This design comes from an exercise in tuning for small area and a short achievable clock period on the open sky130 flow, not from production work. For this run, only the layout was checked, not whether the RTL still works. Power is estimated from default activity; no workload was simulated.

===== design/flow/flow/run.sh =====
#!/bin/bash
# Standard ORFS layout, except that the port buffers are plain buffers
# (buf_1) instead of the delay cells buffer_ports picks by default.
set -euo pipefail
export BUFFER_PORTS_ARGS="-buffer_cell sky130_fd_sc_hd__buf_1"
bash standard.sh finish > flow_standard.log 2>&1

===== design/flow/standard.sh =====
#!/bin/bash
# synth_recipe.tcl (not shown) runs the flow's synth.tcl, then flattens the netlist and writes it again
# the make line also repeats each setting of config.mk as NAME=value (left out here)
make -C /OpenROAD-flow-scripts/flow DESIGN_CONFIG=/design/flow/config.mk WORK_HOME=/design/flow/orfs CLKGATE_MAP_FILE= SYNTH_SCRIPT=/design/flow/synth_recipe.tcl "${@:-finish}"

===== design/flow/config.mk =====
export PLATFORM = sky130hd
export DESIGN_NAME = cordic
export DESIGN_NICKNAME = cordic
export VERILOG_FILES = /design/flow/design.v
export SDC_FILE = /design/flow/constraint.sdc
export NUM_CORES = 4
export LEC_CHECK = 0
export ABC_AREA = 1
export CAP_MARGIN = 20
export CORE_MARGIN = 2
export CORE_UTILIZATION = 60
export CTS_BUF_LIST = sky130_fd_sc_hd__clkbuf_4 sky130_fd_sc_hd__clkbuf_8
export SETUP_SLACK_MARGIN = 2.85
export SLEW_MARGIN = 20

===== design/flow/constraint.sdc =====
create_clock -name core_clock -period 5.0 [get_ports {clk}]
set_input_delay 1.0000 -clock core_clock [delete_from_list [all_inputs] [get_ports {clk}]]
set_output_delay 1.0000 -clock core_clock [all_outputs]
set_load 0.01 [all_outputs]

===== design/flow/design.v =====
module cordic (
    input wire signed [31:0] angle,
    input wire clk, reset,
    output wire signed [31:0] x, y
);
reg [2:0] vcnt;
always @(posedge clk)
    if (reset) vcnt <= 3'd0;
    else if (vcnt != 3'd7) vcnt <= vcnt + 3'd1;
wire [15:0] lo = angle[15:0];
wire [11:0] w;
wire lo_lt16387 = (~lo[15] & ~lo[14]) | (~lo[15] & lo[14] & ~lo[13] & ~lo[12] & ~lo[11] & ~lo[10] & ~lo[9] & ~lo[8] & ~lo[7] & ~lo[6] & ~lo[5] & ~lo[4] & ~lo[3] & ~lo[2] & ~lo[1]) | (~lo[15] & lo[14] & ~lo[13] & ~lo[12] & ~lo[11] & ~lo[10] & ~lo[9] & ~lo[8] & ~lo[7] & ~lo[6] & ~lo[5] & ~lo[4] & ~lo[3] & ~lo[2] & lo[1] & ~lo[0]);
wire lo_lt32769 = (~lo[15]) | (lo[15] & ~lo[14] & ~lo[13] & ~lo[12] & ~lo[11] & ~lo[10] & ~lo[9] & ~lo[8] & ~lo[7] & ~lo[6] & ~lo[5] & ~lo[4] & ~lo[3] & ~lo[2] & ~lo[1] & ~lo[0]);
wire lo_lt49152 = (~lo[15]) | (lo[15] & ~lo[14]);
wire lo_lt17527 = (~lo[15] & ~lo[14]) | (~lo[15] & lo[14] & ~lo[13] & ~lo[12] & ~lo[11] & ~lo[10]) | (~lo[15] & lo[14] & ~lo[13] & ~lo[12] & ~lo[11] & lo[10] & ~lo[9] & ~lo[8] & ~lo[7] & ~lo[6]) | (~lo[15] & lo[14] & ~lo[13] & ~lo[12] & ~lo[11] & lo[10] & ~lo[9] & ~lo[8] & ~lo[7] & lo[6] & ~lo[5]) | (~lo[15] & lo[14] & ~lo[13] & ~lo[12] & ~lo[11] & lo[10] & ~lo[9] & ~lo[8] & ~lo[7] & lo[6] & lo[5] & ~lo[4]) | (~lo[15] & lo[14] & ~lo[13] & ~lo[12] & ~lo[11] & lo[10] & ~lo[9] & ~lo[8] & ~lo[7] & lo[6] & lo[5] & lo[4] & ~lo[3] & ~lo[2]) | (~lo[15] & lo[14] & ~lo[13] & ~lo[12] & ~lo[11] & lo[10] & ~lo[9] & ~lo[8] & ~lo[7] & lo[6] & lo[5] & lo[4] & ~lo[3] & lo[2] & ~lo[1]) | (~lo[15] & lo[14] & ~lo[13] & ~lo[12] & ~lo[11] & lo[10] & ~lo[9] & ~lo[8] & ~lo[7] & lo[6] & lo[5] & lo[4] & ~lo[3] & lo[2] & lo[1] & ~lo[0]);
wire lo_lt8192 = (~lo[15] & ~lo[14] & ~lo[13]);
wire lo_lt24577 = (~lo[15] & ~lo[14]) | (~lo[15] & lo[14] & ~lo[13]) | (~lo[15] & lo[14] & lo[13] & ~lo[12] & ~lo[11] & ~lo[10] & ~lo[9] & ~lo[8] & ~lo[7] & ~lo[6] & ~lo[5] & ~lo[4] & ~lo[3] & ~lo[2] & ~lo[1] & ~lo[0]);
wire lo_lt40960 = (~lo[15]) | (lo[15] & ~lo[14] & ~lo[13]);
wire lo_lt57344 = (~lo[15]) | (lo[15] & ~lo[14]) | (lo[15] & lo[14] & ~lo[13]);
wire lo_lt3362 = (~lo[15] & ~lo[14] & ~lo[13] & ~lo[12] & ~lo[11]) | (~lo[15] & ~lo[14] & ~lo[13] & ~lo[12] & lo[11] & ~lo[10]) | (~lo[15] & ~lo[14] & ~lo[13] & ~lo[12] & lo[11] & lo[10] & ~lo[9] & ~lo[8]) | (~lo[15] & ~lo[14] & ~lo[13] & ~lo[12] & lo[11] & lo[10] & ~lo[9] & lo[8] & ~lo[7] & ~lo[6] & ~lo[5]) | (~lo[15] & ~lo[14] & ~lo[13] & ~lo[12] & lo[11] & lo[10] & ~lo[9] & lo[8] & ~lo[7] & ~lo[6] & lo[5] & ~lo[4] & ~lo[3] & ~lo[2] & ~lo[1]);
wire lo_lt29407 = (~lo[15] & ~lo[14]) | (~lo[15] & lo[14] & ~lo[13]) | (~lo[15] & lo[14] & lo[13] & ~lo[12]) | (~lo[15] & lo[14] & lo[13] & lo[12] & ~lo[11] & ~lo[10] & ~lo[9]) | (~lo[15] & lo[14] & lo[13] & lo[12] & ~lo[11] & ~lo[10] & lo[9] & ~lo[8] & ~lo[7]) | (~lo[15] & lo[14] & lo[13] & lo[12] & ~lo[11] & ~lo[10] & lo[9] & ~lo[8] & lo[7] & ~lo[6]) | (~lo[15] & lo[14] & lo[13] & lo[12] & ~lo[11] & ~lo[10] & lo[9] & ~lo[8] & lo[7] & lo[6] & ~lo[5] & ~lo[4]) | (~lo[15] & lo[14] & lo[13] & lo[12] & ~lo[11] & ~lo[10] & lo[9] & ~lo[8] & lo[7] & lo[6] & ~lo[5] & lo[4] & ~lo[3]) | (~lo[15] & lo[14] & lo[13] & lo[12] & ~lo[11] & ~lo[10] & lo[9] & ~lo[8] & lo[7] & lo[6] & ~lo[5] & lo[4] & lo[3] & ~lo[2]) | (~lo[15] & lo[14] & lo[13] & lo[12] & ~lo[11] & ~lo[10] & lo[9] & ~lo[8] & lo[7] & lo[6] & ~lo[5] & lo[4] & lo[3] & lo[2] & ~lo[1]) | (~lo[15] & lo[14] & lo[13] & lo[12] & ~lo[11] & ~lo[10] & lo[9] & ~lo[8] & lo[7] & lo[6] & ~lo[5] & lo[4] & lo[3] & lo[2] & lo[1] & ~lo[0]);
wire lo_lt36130 = (~lo[15]) | (lo[15] & ~lo[14] & ~lo[13] & ~lo[12] & ~lo[11]) | (lo[15] & ~lo[14] & ~lo[13] & ~lo[12] & lo[11] & ~lo[10]) | (lo[15] & ~lo[14] & ~lo[13] & ~lo[12] & lo[11] & lo[10] & ~lo[9] & ~lo[8]) | (lo[15] & ~lo[14] & ~lo[13] & ~lo[12] & lo[11] & lo[10] & ~lo[9] & lo[8] & ~lo[7] & ~lo[6] & ~lo[5]) | (lo[15] & ~lo[14] & ~lo[13] & ~lo[12] & lo[11] & lo[10] & ~lo[9] & lo[8] & ~lo[7] & ~lo[6] & lo[5] & ~lo[4] & ~lo[3] & ~lo[2] & ~lo[1]);
wire lo_lt62174 = (~lo[15]) | (lo[15] & ~lo[14]) | (lo[15] & lo[14] & ~lo[13]) | (lo[15] & lo[14] & lo[13] & ~lo[12]) | (lo[15] & lo[14] & lo[13] & lo[12] & ~lo[11] & ~lo[10] & ~lo[9]) | (lo[15] & lo[14] & lo[13] & lo[12] & ~lo[11] & ~lo[10] & lo[9] & ~lo[8] & ~lo[7]) | (lo[15] & lo[14] & lo[13] & lo[12] & ~lo[11] & ~lo[10] & lo[9] & ~lo[8] & lo[7] & ~lo[6]) | (lo[15] & lo[14] & lo[13] & lo[12] & ~lo[11] & ~lo[10] & lo[9] & ~lo[8] & lo[7] & lo[6] & ~lo[5] & ~lo[4]) | (lo[15] & lo[14] & lo[13] & lo[12] & ~lo[11] & ~lo[10] & lo[9] & ~lo[8] & lo[7] & lo[6] & ~lo[5] & lo[4] & ~lo[3]) | (lo[15] & lo[14] & lo[13] & lo[12] & ~lo[11] & ~lo[10] & lo[9] & ~lo[8] & lo[7] & lo[6] & ~lo[5] & lo[4] & lo[3] & ~lo[2]) | (lo[15] & lo[14] & lo[13] & lo[12] & ~lo[11] & ~lo[10] & lo[9] & ~lo[8] & lo[7] & lo[6] & ~lo[5] & lo[4] & lo[3] & lo[2] & ~lo[1]);
wire lo_lt13022 = (~lo[15] & ~lo[14] & ~lo[13]) | (~lo[15] & ~lo[14] & lo[13] & ~lo[12]) | (~lo[15] & ~lo[14] & lo[13] & lo[12] & ~lo[11] & ~lo[10] & ~lo[9]) | (~lo[15] & ~lo[14] & lo[13] & lo[12] & ~lo[11] & ~lo[10] & lo[9] & ~lo[8] & ~lo[7]) | (~lo[15] & ~lo[14] & lo[13] & lo[12] & ~lo[11] & ~lo[10] & lo[9] & ~lo[8] & lo[7] & ~lo[6]) | (~lo[15] & ~lo[14] & lo[13] & lo[12] & ~lo[11] & ~lo[10] & lo[9] & ~lo[8] & lo[7] & lo[6] & ~lo[5] & ~lo[4]) | (~lo[15] & ~lo[14] & lo[13] & lo[12] & ~lo[11] & ~lo[10] & lo[9] & ~lo[8] & lo[7] & lo[6] & ~lo[5] & lo[4] & ~lo[3]) | (~lo[15] & ~lo[14] & lo[13] & lo[12] & ~lo[11] & ~lo[10] & lo[9] & ~lo[8] & lo[7] & lo[6] & ~lo[5] & lo[4] & lo[3] & ~lo[2]) | (~lo[15] & ~lo[14] & lo[13] & lo[12] & ~lo[11] & ~lo[10] & lo[9] & ~lo[8] & lo[7] & lo[6] & ~lo[5] & lo[4] & lo[3] & lo[2] & ~lo[1]);
wire lo_lt19747 = (~lo[15] & ~lo[14]) | (~lo[15] & lo[14] & ~lo[13] & ~lo[12] & ~lo[11]) | (~lo[15] & lo[14] & ~lo[13] & ~lo[12] & lo[11] & ~lo[10]) | (~lo[15] & lo[14] & ~lo[13] & ~lo[12] & lo[11] & lo[10] & ~lo[9] & ~lo[8]) | (~lo[15] & lo[14] & ~lo[13] & ~lo[12] & lo[11] & lo[10] & ~lo[9] & lo[8] & ~lo[7] & ~lo[6] & ~lo[5]) | (~lo[15] & lo[14] & ~lo[13] & ~lo[12] & lo[11] & lo[10] & ~lo[9] & lo[8] & ~lo[7] & ~lo[6] & lo[5] & ~lo[4] & ~lo[3] & ~lo[2] & ~lo[1]) | (~lo[15] & lo[14] & ~lo[13] & ~lo[12] & lo[11] & lo[10] & ~lo[9] & lo[8] & ~lo[7] & ~lo[6] & lo[5] & ~lo[4] & ~lo[3] & ~lo[2] & lo[1] & ~lo[0]);
wire lo_lt45790 = (~lo[15]) | (lo[15] & ~lo[14] & ~lo[13]) | (lo[15] & ~lo[14] & lo[13] & ~lo[12]) | (lo[15] & ~lo[14] & lo[13] & lo[12] & ~lo[11] & ~lo[10] & ~lo[9]) | (lo[15] & ~lo[14] & lo[13] & lo[12] & ~lo[11] & ~lo[10] & lo[9] & ~lo[8] & ~lo[7]) | (lo[15] & ~lo[14] & lo[13] & lo[12] & ~lo[11] & ~lo[10] & lo[9] & ~lo[8] & lo[7] & ~lo[6]) | (lo[15] & ~lo[14] & lo[13] & lo[12] & ~lo[11] & ~lo[10] & lo[9] & ~lo[8] & lo[7] & lo[6] & ~lo[5] & ~lo[4]) | (lo[15] & ~lo[14] & lo[13] & lo[12] & ~lo[11] & ~lo[10] & lo[9] & ~lo[8] & lo[7] & lo[6] & ~lo[5] & lo[4] & ~lo[3]) | (lo[15] & ~lo[14] & lo[13] & lo[12] & ~lo[11] & ~lo[10] & lo[9] & ~lo[8] & lo[7] & lo[6] & ~lo[5] & lo[4] & lo[3] & ~lo[2]) | (lo[15] & ~lo[14] & lo[13] & lo[12] & ~lo[11] & ~lo[10] & lo[9] & ~lo[8] & lo[7] & lo[6] & ~lo[5] & lo[4] & lo[3] & lo[2] & ~lo[1]);
wire lo_lt52514 = (~lo[15]) | (lo[15] & ~lo[14]) | (lo[15] & lo[14] & ~lo[13] & ~lo[12] & ~lo[11]) | (lo[15] & lo[14] & ~lo[13] & ~lo[12] & lo[11] & ~lo[10]) | (lo[15] & lo[14] & ~lo[13] & ~lo[12] & lo[11] & lo[10] & ~lo[9] & ~lo[8]) | (lo[15] & lo[14] & ~lo[13] & ~lo[12] & lo[11] & lo[10] & ~lo[9] & lo[8] & ~lo[7] & ~lo[6] & ~lo[5]) | (lo[15] & lo[14] & ~lo[13] & ~lo[12] & lo[11] & lo[10] & ~lo[9] & lo[8] & ~lo[7] & ~lo[6] & lo[5] & ~lo[4] & ~lo[3] & ~lo[2] & ~lo[1]);
wire w_lt647 = (~w[11] & ~w[10] & ~w[9]) | (~w[11] & ~w[10] & w[9] & ~w[8] & ~w[7]) | (~w[11] & ~w[10] & w[9] & ~w[8] & w[7] & ~w[6] & ~w[5] & ~w[4] & ~w[3] & ~w[2]) | (~w[11] & ~w[10] & w[9] & ~w[8] & w[7] & ~w[6] & ~w[5] & ~w[4] & ~w[3] & w[2] & ~w[1]) | (~w[11] & ~w[10] & w[9] & ~w[8] & w[7] & ~w[6] & ~w[5] & ~w[4] & ~w[3] & w[2] & w[1] & ~w[0]);
wire w_lt1298 = (~w[11] & ~w[10]) | (~w[11] & w[10] & ~w[9] & ~w[8]) | (~w[11] & w[10] & ~w[9] & w[8] & ~w[7] & ~w[6] & ~w[5] & ~w[4]) | (~w[11] & w[10] & ~w[9] & w[8] & ~w[7] & ~w[6] & ~w[5] & w[4] & ~w[3] & ~w[2] & ~w[1]);
wire w_lt1949 = (~w[11] & ~w[10]) | (~w[11] & w[10] & ~w[9]) | (~w[11] & w[10] & w[9] & ~w[8]) | (~w[11] & w[10] & w[9] & w[8] & ~w[7]) | (~w[11] & w[10] & w[9] & w[8] & w[7] & ~w[6] & ~w[5] & ~w[4]) | (~w[11] & w[10] & w[9] & w[8] & w[7] & ~w[6] & ~w[5] & w[4] & ~w[3]) | (~w[11] & w[10] & w[9] & w[8] & w[7] & ~w[6] & ~w[5] & w[4] & w[3] & ~w[2]) | (~w[11] & w[10] & w[9] & w[8] & w[7] & ~w[6] & ~w[5] & w[4] & w[3] & w[2] & ~w[1] & ~w[0]);
wire s   = angle[31];
wire h0  = angle[16];
wire zr  = (angle[30:17] == 14'd0);
wire in_r = ~s & zr & ~h0;
wire h1   = ~s & zr & h0;
wire sneg = (~s & ~zr) | (s & zr & ~h0) | (h1 & ~lo_lt17527);
wire spos = s & ~(zr & ~h0);
wire qa = lo_lt16387;
wire qb = ~lo_lt16387 & lo_lt32769;
wire qc = ~lo_lt32769 & lo_lt49152;
wire qd = ~lo_lt49152;
wire selA = ~in_r | qa;
wire d1 = (selA & lo_lt8192) | (in_r & qb & ~lo_lt24577) | (in_r & qc & lo_lt40960) | (in_r & qd & ~lo_lt57344);
wire d2y = (selA & lo_lt3362) | (in_r & qb & ~lo_lt29407) | (in_r & qc & lo_lt36130) | (in_r & qd & ~lo_lt62174);
wire d2n = (selA & lo_lt13022) | (in_r & qb & ~lo_lt19747) | (in_r & qc & lo_lt45790) | (in_r & qd & ~lo_lt52514);
wire d2 = d1 ? d2y : d2n;
wire qb_s = qb & ~lo[15];                    
wire [2:0] cls = sneg ? 3'b110 : spos ? 3'b111 : h1 ? 3'b101 :
                 (qa ? 3'b000 : qb_s ? 3'b001 : qc ? 3'b010 : qd ? 3'b011 : 3'b100);
reg [12:0] lo_1;
reg [1:0] d_1;
reg [2:0] cls_1;
always @(posedge clk) begin
    lo_1  <= lo[12:0];
    d_1   <= {d2, d1};
    cls_1 <= cls;
end
wire cin  = (cls_1 == 3'b001);
wire neg1 = (cls_1 == 3'b001) | (cls_1 == 3'b011);
wire [12:0] k3 = d_1[0] ? (d_1[1] ? 13'd7386 : 13'd2274) : (d_1[1] ? 13'd5918 : 13'd806);
reg [12:0] y_2;
reg [1:0] d_2;
reg [2:0] cls_2;
always @(posedge clk) begin
    y_2   <= lo_1 + (k3 ^ {13{neg1}}) + {12'd0, cin ^ neg1};
    d_2   <= d_1;
    cls_2 <= cls_1;
end
wire neg2 = (cls_2 == 3'b001) | (cls_2 == 3'b011);
wire d3 = y_2[12] ^ neg2;
assign w = y_2[11:0] ^ {12{y_2[12]}};
wire g4 = w_lt1298;
wire g5 = w_lt1298 ? ~w_lt647 : w_lt1949;
wire sat = cls_2[2] & cls_2[1];
wire f   = cls_2[2] & (cls_2[1] ^ cls_2[0]);
wire [1:0] q = cls_2[2] ? {cls_2[1] | cls_2[0], 1'b1} : cls_2[1:0];
reg [7:0] code_3, code_4, code_5, code_6, code_7;
always @(posedge clk) begin
    code_3 <= {q, {g5, g4, d3 ^ d_2[1], d_2[1] ^ d_2[0], d_2[0]} & {5{~sat}}, f};
    code_4 <= code_3;
    code_5 <= code_4;
    code_6 <= code_5;
    code_7 <= code_6;
end
wire [9:0] x6, y6, nzx, nzy;
cordic_tab tab (.d(code_7[5:0]), .xo(x6), .yo(y6), .nx(nzx), .ny(nzy));
wire negx = code_7[6] ^ code_7[7];
wire negy = code_7[7] ^ code_7[0];          
wire [9:0] tx = x6 ^ (nzx & {10{negx}});
wire [9:0] ty = y6 ^ (nzy & {10{negy}});
reg [9:0] xr, yr;
always @(posedge clk) begin
    if (reset || vcnt != 3'd7) begin
        xr <= 10'd0;
        yr <= 10'd0;
    end else begin
        xr <= tx;
        yr <= ty;
    end
end
assign x = {{22{xr[9]}}, xr};
assign y = {{22{yr[9]}}, yr};
endmodule
module cordic_tab(d, xo, yo, nx, ny);
  input [5:0] d;
  wire [5:0] d;
  output [9:0] xo;
  wire [9:0] xo;
  output [9:0] yo;
  wire [9:0] yo;
  output [9:0] nx;
  wire [9:0] nx;
  output [9:0] ny;
  wire [9:0] ny;
  wire _000_;
  wire _001_;
  wire _002_;
  wire _003_;
  wire _004_;
  wire _005_;
  wire _006_;
  wire _007_;
  wire _008_;
  wire _009_;
  wire _010_;
  wire _011_;
  wire _012_;
  wire _013_;
  wire _014_;
  wire _015_;
  wire _016_;
  wire _017_;
  wire _018_;
  wire _019_;
  wire _020_;
  wire _021_;
  wire _022_;
  wire _023_;
  wire _024_;
  wire _025_;
  wire _026_;
  wire _027_;
  wire _028_;
  wire _029_;
  wire _030_;
  wire _031_;
  wire _032_;
  wire _033_;
  wire _034_;
  wire _035_;
  wire _036_;
  wire _037_;
  wire _038_;
  wire _039_;
  wire _040_;
  wire _041_;
  wire _042_;
  wire _043_;
  wire _044_;
  wire _045_;
  wire _046_;
  wire _047_;
  wire _048_;
  wire _049_;
  wire _050_;
  wire _051_;
  wire _052_;
  wire _053_;
  wire _054_;
  wire _055_;
  wire _056_;
  wire _057_;
  wire _058_;
  wire _059_;
  wire _060_;
  wire _061_;
  wire _062_;
  wire _063_;
  wire _064_;
  wire _065_;
  wire _066_;
  wire _067_;
  wire _068_;
  wire _069_;
  wire _070_;
  wire _071_;
  wire _072_;
  wire _073_;
  wire _074_;
  wire _075_;
  wire _076_;
  wire _077_;
  wire _078_;
  wire _079_;
  wire _080_;
  wire _081_;
  wire _082_;
  wire _083_;
  wire _084_;
  wire _085_;
  wire _086_;
  wire _087_;
  wire _088_;
  wire _089_;
  wire _090_;
  wire _091_;
  wire _092_;
  wire _093_;
  wire _094_;
  wire _095_;
  wire _096_;
  wire _097_;
  wire _098_;
  wire _099_;
  wire _100_;
  wire _101_;
  wire _102_;
  wire _103_;
  wire _104_;
  wire _105_;
  wire _106_;
  wire _107_;
  wire _108_;
  wire _109_;
  wire _110_;
  wire _111_;
  wire _112_;
  wire _113_;
  wire _114_;
  wire _115_;
  wire _116_;
  wire _117_;
  wire _118_;
  wire _119_;
  wire _120_;
  wire _121_;
  wire _122_;
  wire _123_;
  wire _124_;
  wire _125_;
  assign _018_ = d[4] ? _092_ : _017_;
  assign _019_ = _081_ ^ _073_;
  assign _020_ = d[3] ? _106_ : _082_;
  assign _021_ = _076_ ? _019_ : _020_;
  assign xo[4] = _072_ ? _018_ : _021_;
  assign _022_ = _098_ ? _089_ : _015_;
  assign _023_ = _073_ ? d[2] : _022_;
  assign _024_ = _074_ ^ _073_;
  assign _025_ = d[3] ? _082_ : _086_;
  assign _026_ = _076_ ? _024_ : _025_;
  assign xo[3] = _072_ ? _023_ : _026_;
  assign _027_ = _073_ ? d[1] : _106_;
  assign _028_ = _076_ ? _073_ : _027_;
  assign _029_ = _098_ & ~(_015_);
  assign _030_ = d[0] ? d[2] : _081_;
  assign _031_ = _073_ ? _029_ : _030_;
  assign _032_ = d[0] | ~(d[1]);
  assign _033_ = d[2] ? _032_ : _015_;
  assign _034_ = _120_ ? _089_ : _098_;
  assign _035_ = _073_ ? _033_ : _034_;
  assign _036_ = _076_ ? _031_ : _035_;
  assign xo[2] = d[5] ? _028_ : _036_;
  assign _037_ = _093_ & _078_;
  assign _038_ = d[3] ? _106_ : _074_;
  assign _039_ = _076_ ? _037_ : _038_;
  assign _040_ = _039_ & ~(_072_);
  assign _041_ = ~(d[2] & d[1]);
  assign _042_ = _041_ | _073_;
  assign _043_ = _042_ | _120_;
  assign _044_ = _041_ & ~(_104_);
  assign _045_ = _110_ | d[5];
  assign _046_ = _045_ | _044_;
  assign _047_ = _043_ & ~(_046_);
  assign xo[1] = _047_ | _040_;
  assign _048_ = d[3] ? _106_ : _086_;
  assign _049_ = _084_ & ~(_113_);
  assign nx[1] = d[4] ? _048_ : _049_;
  assign _050_ = d[3] & ~(_085_);
  assign _051_ = _076_ ? _050_ : _038_;
  assign _052_ = _073_ ? _081_ : _085_;
  assign _053_ = _076_ ? _011_ : _052_;
  assign yo[4] = _072_ ? _051_ : _053_;
  assign _054_ = _093_ & ~(_006_);
  assign _055_ = _081_ & ~(_100_);
  assign _056_ = _055_ | _007_;
  assign yo[6] = _056_ | _054_;
  assign _057_ = d[3] ? _041_ : _086_;
  assign _058_ = _076_ ? _019_ : _057_;
  assign _059_ = d[2] | d[3];
  assign _060_ = ~(_059_ & _078_);
  assign _061_ = _076_ ? _037_ : _060_;
  assign yo[5] = _072_ ? _058_ : _061_;
  assign ny[6] = _042_ | _003_;
  assign _062_ = _073_ ? _098_ : _084_;
  assign _063_ = d[4] ? _086_ : _062_;
  assign _064_ = _073_ ? _098_ : _086_;
  assign _065_ = d[4] ? _064_ : _062_;
  assign yo[7] = _072_ ? _063_ : _065_;
  assign _066_ = _059_ | d[1];
  assign _067_ = _066_ | d[4];
  assign _068_ = _074_ | ~(_102_);
  assign ny[4] = _072_ ? _067_ : _068_;
  assign _069_ = ~(_102_ & _009_);
  assign ny[3] = _072_ ? _067_ : _069_;
  assign nx[6] = _003_ | _109_;
  assign _070_ = _085_ | _073_;
  assign _071_ = d[4] ? _070_ : _066_;
  assign ny[2] = _072_ ? _005_ : _071_;
  assign _072_ = ~d[5];
  assign _073_ = ~d[3];
  assign _074_ = d[2] ^ d[1];
  assign _075_ = _073_ ? d[2] : _074_;
  assign _076_ = ~d[4];
  assign _077_ = _074_ ^ d[3];
  assign _078_ = d[1] | ~(d[3]);
  assign _079_ = _078_ & _074_;
  assign _080_ = _076_ ? _077_ : _079_;
  assign yo[3] = _072_ ? _075_ : _080_;
  assign _081_ = d[1] & ~(d[2]);
  assign _082_ = ~(d[2] | d[1]);
  assign _083_ = _073_ ? _081_ : _082_;
  assign _084_ = d[2] | ~(d[1]);
  assign _085_ = d[2] & ~(d[1]);
  assign _086_ = _084_ & ~(_085_);
  assign _087_ = d[3] ? d[1] : _086_;
  assign _088_ = _076_ ? _083_ : _087_;
  assign _089_ = ~d[1];
  assign _090_ = _073_ ? _089_ : _085_;
  assign _091_ = _076_ ? _073_ : _090_;
  assign yo[2] = _072_ ? _088_ : _091_;
  assign _092_ = d[3] ? _085_ : _086_;
  assign _093_ = d[3] | ~(d[1]);
  assign _094_ = ~(_093_ & _078_);
  assign _095_ = d[4] ? _092_ : _094_;
  assign _096_ = _085_ | d[4];
  assign yo[1] = d[5] ? _095_ : _096_;
  assign _097_ = _084_ | d[3];
  assign _098_ = ~d[2];
  assign _099_ = d[1] ? d[4] : _098_;
  assign ny[1] = ~(_099_ & _097_);
  assign _100_ = d[4] & ~(d[5]);
  assign yo[9] = ~(_100_ | _097_);
  assign _101_ = _073_ & ~(_100_);
  assign yo[8] = _101_ | _089_;
  assign _102_ = d[4] & d[3];
  assign _103_ = ~(_102_ & _074_);
  assign _104_ = d[0] | d[4];
  assign _105_ = _104_ | _097_;
  assign nx[4] = d[5] ? _103_ : _105_;
  assign _106_ = d[2] & d[1];
  assign _107_ = _106_ | _073_;
  assign _108_ = _107_ | _076_;
  assign _109_ = _078_ | _098_;
  assign _110_ = d[0] & d[4];
  assign _111_ = _110_ & ~(_109_);
  assign _112_ = _105_ & ~(_111_);
  assign nx[3] = d[5] ? _108_ : _112_;
  assign _113_ = d[0] & ~(_093_);
  assign _114_ = _097_ & ~(_113_);
  assign _115_ = d[4] ? _107_ : _114_;
  assign _116_ = _084_ | d[0];
  assign _117_ = d[1] | ~(d[0]);
  assign _118_ = ~(d[0] & d[1]);
  assign _119_ = d[2] ? _117_ : _118_;
  assign _120_ = ~d[0];
  assign _121_ = _098_ ? _120_ : _117_;
  assign _122_ = _073_ ? _119_ : _121_;
  assign _123_ = _076_ ? _116_ : _122_;
  assign nx[2] = d[5] ? _115_ : _123_;
  assign _124_ = d[2] | d[1];
  assign xo[9] = _101_ & ~(_124_);
  assign xo[8] = _101_ | d[1];
  assign _125_ = _073_ ? _098_ : _124_;
  assign _000_ = d[4] ? _074_ : _125_;
  assign _001_ = _073_ ? _098_ : _074_;
  assign _002_ = _076_ ? _125_ : _001_;
  assign xo[7] = _072_ ? _000_ : _002_;
  assign _003_ = ~(d[5] & d[4]);
  assign _004_ = ~(_003_ | _079_);
  assign _005_ = _124_ | d[4];
  assign _006_ = ~(d[2] & d[4]);
  assign _007_ = _072_ & ~(_006_);
  assign _008_ = _007_ | ~(_005_);
  assign xo[6] = _008_ | _004_;
  assign _009_ = d[1] | ~(d[2]);
  assign _010_ = d[3] ? _009_ : _074_;
  assign _011_ = _082_ ^ _073_;
  assign _012_ = d[4] ? _010_ : _011_;
  assign _013_ = d[3] ? d[1] : _098_;
  assign _014_ = _076_ ? _094_ : _013_;
  assign xo[5] = _072_ ? _012_ : _014_;
  assign _015_ = d[0] | d[1];
  assign _016_ = _015_ & ~(_098_);
  assign _017_ = d[3] & ~(_016_);
  assign { ny[9:7], ny[5], ny[0] } = { 3'h7, ny[4], 1'h0 };
  assign { nx[9:7], nx[5], nx[0] } = { 3'h7, nx[4], 1'h0 };
  assign yo[0] = ny[1];
  assign xo[0] = nx[1];
endmodule

==> key figures <==
Clocking
  • CTS tree: built
  • H-Tree Level Count: 3
  • Reg clk slew, reported paths: 100 ps
  • Deepest clock path buffer count: 2
  • Sink Count: 99
  • CTS Hold Bufs: 0
  • Clock Latency Late Sink: 360 ps
  • TritonCTS buffer count: 9
  • CTS Root Cell: clkbuf_8

Worst setup path
  • Worst EP arrival: 2410 ps
  • Type of origin of the critical path: flop
  • WS Path Type: reg2reg
  • Nature of the critical path endpoint: flop
  • Critical Path RT: 5290 ps
  • CP max FO: 4

Routing
  • Post-DR vias/cell: ~5.3
  • Vias: 4331
  • Wire per inst: 13.3 um
  • Initial DRC count: between 150 and 200
  • # DRC: 0
  • Drt first pass iters: 5
  • Final WL: 10800 um
  • Post-route ant nets: 0

Synth
  • Mean Syn Cell Area: 7.86 um^2
  • Library cells used by synthesis: 49
  • Synth Warn #: 1
  • Top FF cell, synth: dfxtp_1
  • Post-synthesis cell area: between 5000 and 6000 um^2
  • Flops & latches, synth: slightly below 100
  • Async set-reset flop share out of synthesis: 0
  • Mapped Nets: 709
  • Seq/Total Area, Yosys: 0.388
  • EDFF count, synth: 0
  • Post-synthesis instance total: approximately 650

GRT
  • Met2 track demand over resource: 0.417
  • Busiest grt layer: met2
  • First-pass GRT wire length: 17300 um
  • Gr usage total: 0.239
  • Pin count of the biggest net entering global routing: 24
  • GRT overflow: 0
  • Routing usage on met1: 0.272
  • Vias in the first global route: 3975
  • Initial antenna violation count: 0
  • M3 GR Usage: 0.0478

Placed design
  • Place WS: 2640 ps
  • IO Port Bufs: 97
  • DP HPWL: 8050 um
  • Gpl congestion: between 0.9 and 1

STA
  • Fmax: 0.472 GHz
  • Least-Margin Pin Slew: 810 ps
  • Tcrit/Tclk final: 0.424
  • Skew final: around 13 ps
  • Final min period: 2120 ps
  • Setup violations, final: 0
  • Hold Fails Final Rpt: 0
  • RSZ-0062 raised after global routing: yes
  • Slew HR: 0.459
  • Setup slack after layout: about 2900 ps
  • Setup TNS: 0 ps
  • Max-slew violations: 0

Die
  • Starting density of the core: 0.619
  • Die X: 96.3 um
  • FP Rows: 33
  • Placeable Area: 8260 um^2
  • Ports: 98
  • Die H: 96.3 um
  • Die outline area: a little over 9000 um^2

Final layout
  • Antenna diodes: 0
  • Nets: 764
  • Layout cells sized above 1: 0.132
  • P&R area growth vs syn: 8.78%
  • Commonest cells after routing, fill and taps aside: nand2_1 (113), buf_1 (97), dfxtp_1 (92), nor2_1 (62), inv_1 (53)
  • Commonest non-fill, non-tap cell in the layout: nand2_1

Pwr
  • Peak supply drop: 0.151 mV
  • Pwr dens: 279 nW/um^2
  • Leakage: about 2.4 nW

Worst hold path
  • Hold Crit Class: reg2reg

Job
  • Maximum capacitance violations: 0

Run status
  • Outcome: timing/DRC/antenna clean
## cell type report
cell class / count / area (um^2)
clock buffers: 10 / 138
clock inverters: 6 / 40.0
fillers: 714 / 2700
inverters: 69 / 262
multi-input cells: 427 / 2590
flip-flops and latches: 99 / 2000
well taps: 105 / 131
repair buffers: 100 / 399
## logic make-up after synthesis
logic type	synth area share
AND/OR/NAND/NOR	0.223
buffers and inverters	0.133
AO/OA/AOI/OAI	0.138
flip-flops	0.388
XOR/XNOR	0.0575
adder cells (fa/ha/maj)	0.0602
## critical path, stage by stage (launching register included)
cell and delay (ps):
dfxtp_1 330, inv_2 100, nor2_4 40, buf_12 130
xnor2_4 160, buf_4 140, ha_1 370, inv_1 90
nor3_1 260, nand4_1 150, nand2_1 120, xor2_1 150
## power by group
group	internal (mW)	switching (mW)	total, mW
registers	0.822	0.0302	0.852
logic	0.103	0.134	0.237
clock network	0.195	0.269	0.464
## through the flow
stage          cells  hold WS [ps]  cell area [um^2]  total power, mW   util
2_1_floorplan    651           310              5110             1.05      -
3_3_place_gp     797           310              5190             1.08  0.628
3_5_place_dp     797           312              5190             1.09  0.628
4_1_cts          814           320              5410             1.56  0.656
5_1_grt          816           321              5560             1.64  0.674
6_report         816           320              5560             1.55  0.674
## Yosys cell counts (7+ instances only)
cell | count | area, um^2
a21oi_1 | 40 | 200
buf_4 | 46 | 345
dfxtp_1 | 99 | 1980
ha_1 | 23 | 288
inv_1 | 56 | 210
inv_2 | 12 | 45.0
nand2_1 | 114 | 428
nand3_1 | 26 | 130
nor2_1 | 64 | 240
nor2_2 | 12 | 75.1
nor3_1 | 11 | 55.1
o21ai_0 | 31 | 155
o21ai_1 | 11 | 55.1
o21bai_1 | 7 | 52.6
xnor2_1 | 12 | 105
xor2_1 | 16 | 140
## final timing paths
check / startpoint / end / slack, ps / cells after the start
setup / recovery: cls_1[0] / y_2[11] / 2880 / 11
setup reg to reg: cls_1[0] / y_2[11] / 2880 / 11
hold / removal: code_5[2] / code_6[2] / 320 / 0
hold reg to reg: code_5[2] / code_6[2] / 320 / 0
## registers in the layout, indices dropped and copies added (netlist names), 8 cells and up
name / cells
xr: 10
code_4: 8
code_6: 8
y_2: 13
code_5: 8
yr: 10
code_3: 8
code_7: 8
lo_1: 13
## timing repair
item / in CTS / in global routing
setup endpoints to repair: 61 / 57
gates cloned: 0 / 0
gates resized for setup: 10 / 26
buffers inserted: 1 / 2
pin swaps: 1 / 2
## layer usage
| metal | share of wire | vias up |
|---|---|---|
| li1 | - | 2189 |
| met1 | 0.40 | 1917 |
| met2 | 0.50 | 183 |
| met3 | 0.063 | 42 |
| met4 | 0.042 | 0 |
| met5 | 0 | - |

==> what the ideal ports hide <==
The results above use ideal ports. As a check the final layout listed here was re-extracted and re-timed, cells and wires unchanged. Step 1 (the two cells are an assumption about what drives the block):
set clk [get_ports {clk}]
set_driving_cell -lib_cell sky130_fd_sc_hd__clkbuf_16 $clk
set_driving_cell -lib_cell sky130_fd_sc_hd__buf_2 [delete_from_list [all_inputs] $clk]
Step 2 times the ports against the registers' clock, not the clock port: input delays grow and output delays shrink by t, the midpoint of the rising clock arrivals with the driver on. Three values: ideal ports, drivers, drivers and shift; two values: the first two.
shift t [ns]: 0.385
setup WS [ns]: 2.882 / 2.882 / 2.730
cell pins on the clock port's net: 1
After both steps setup and hold are still met in this run. For this run, drivers alone change the setup slack by 0.000 ns; drivers and shift together by -0.152 ns.
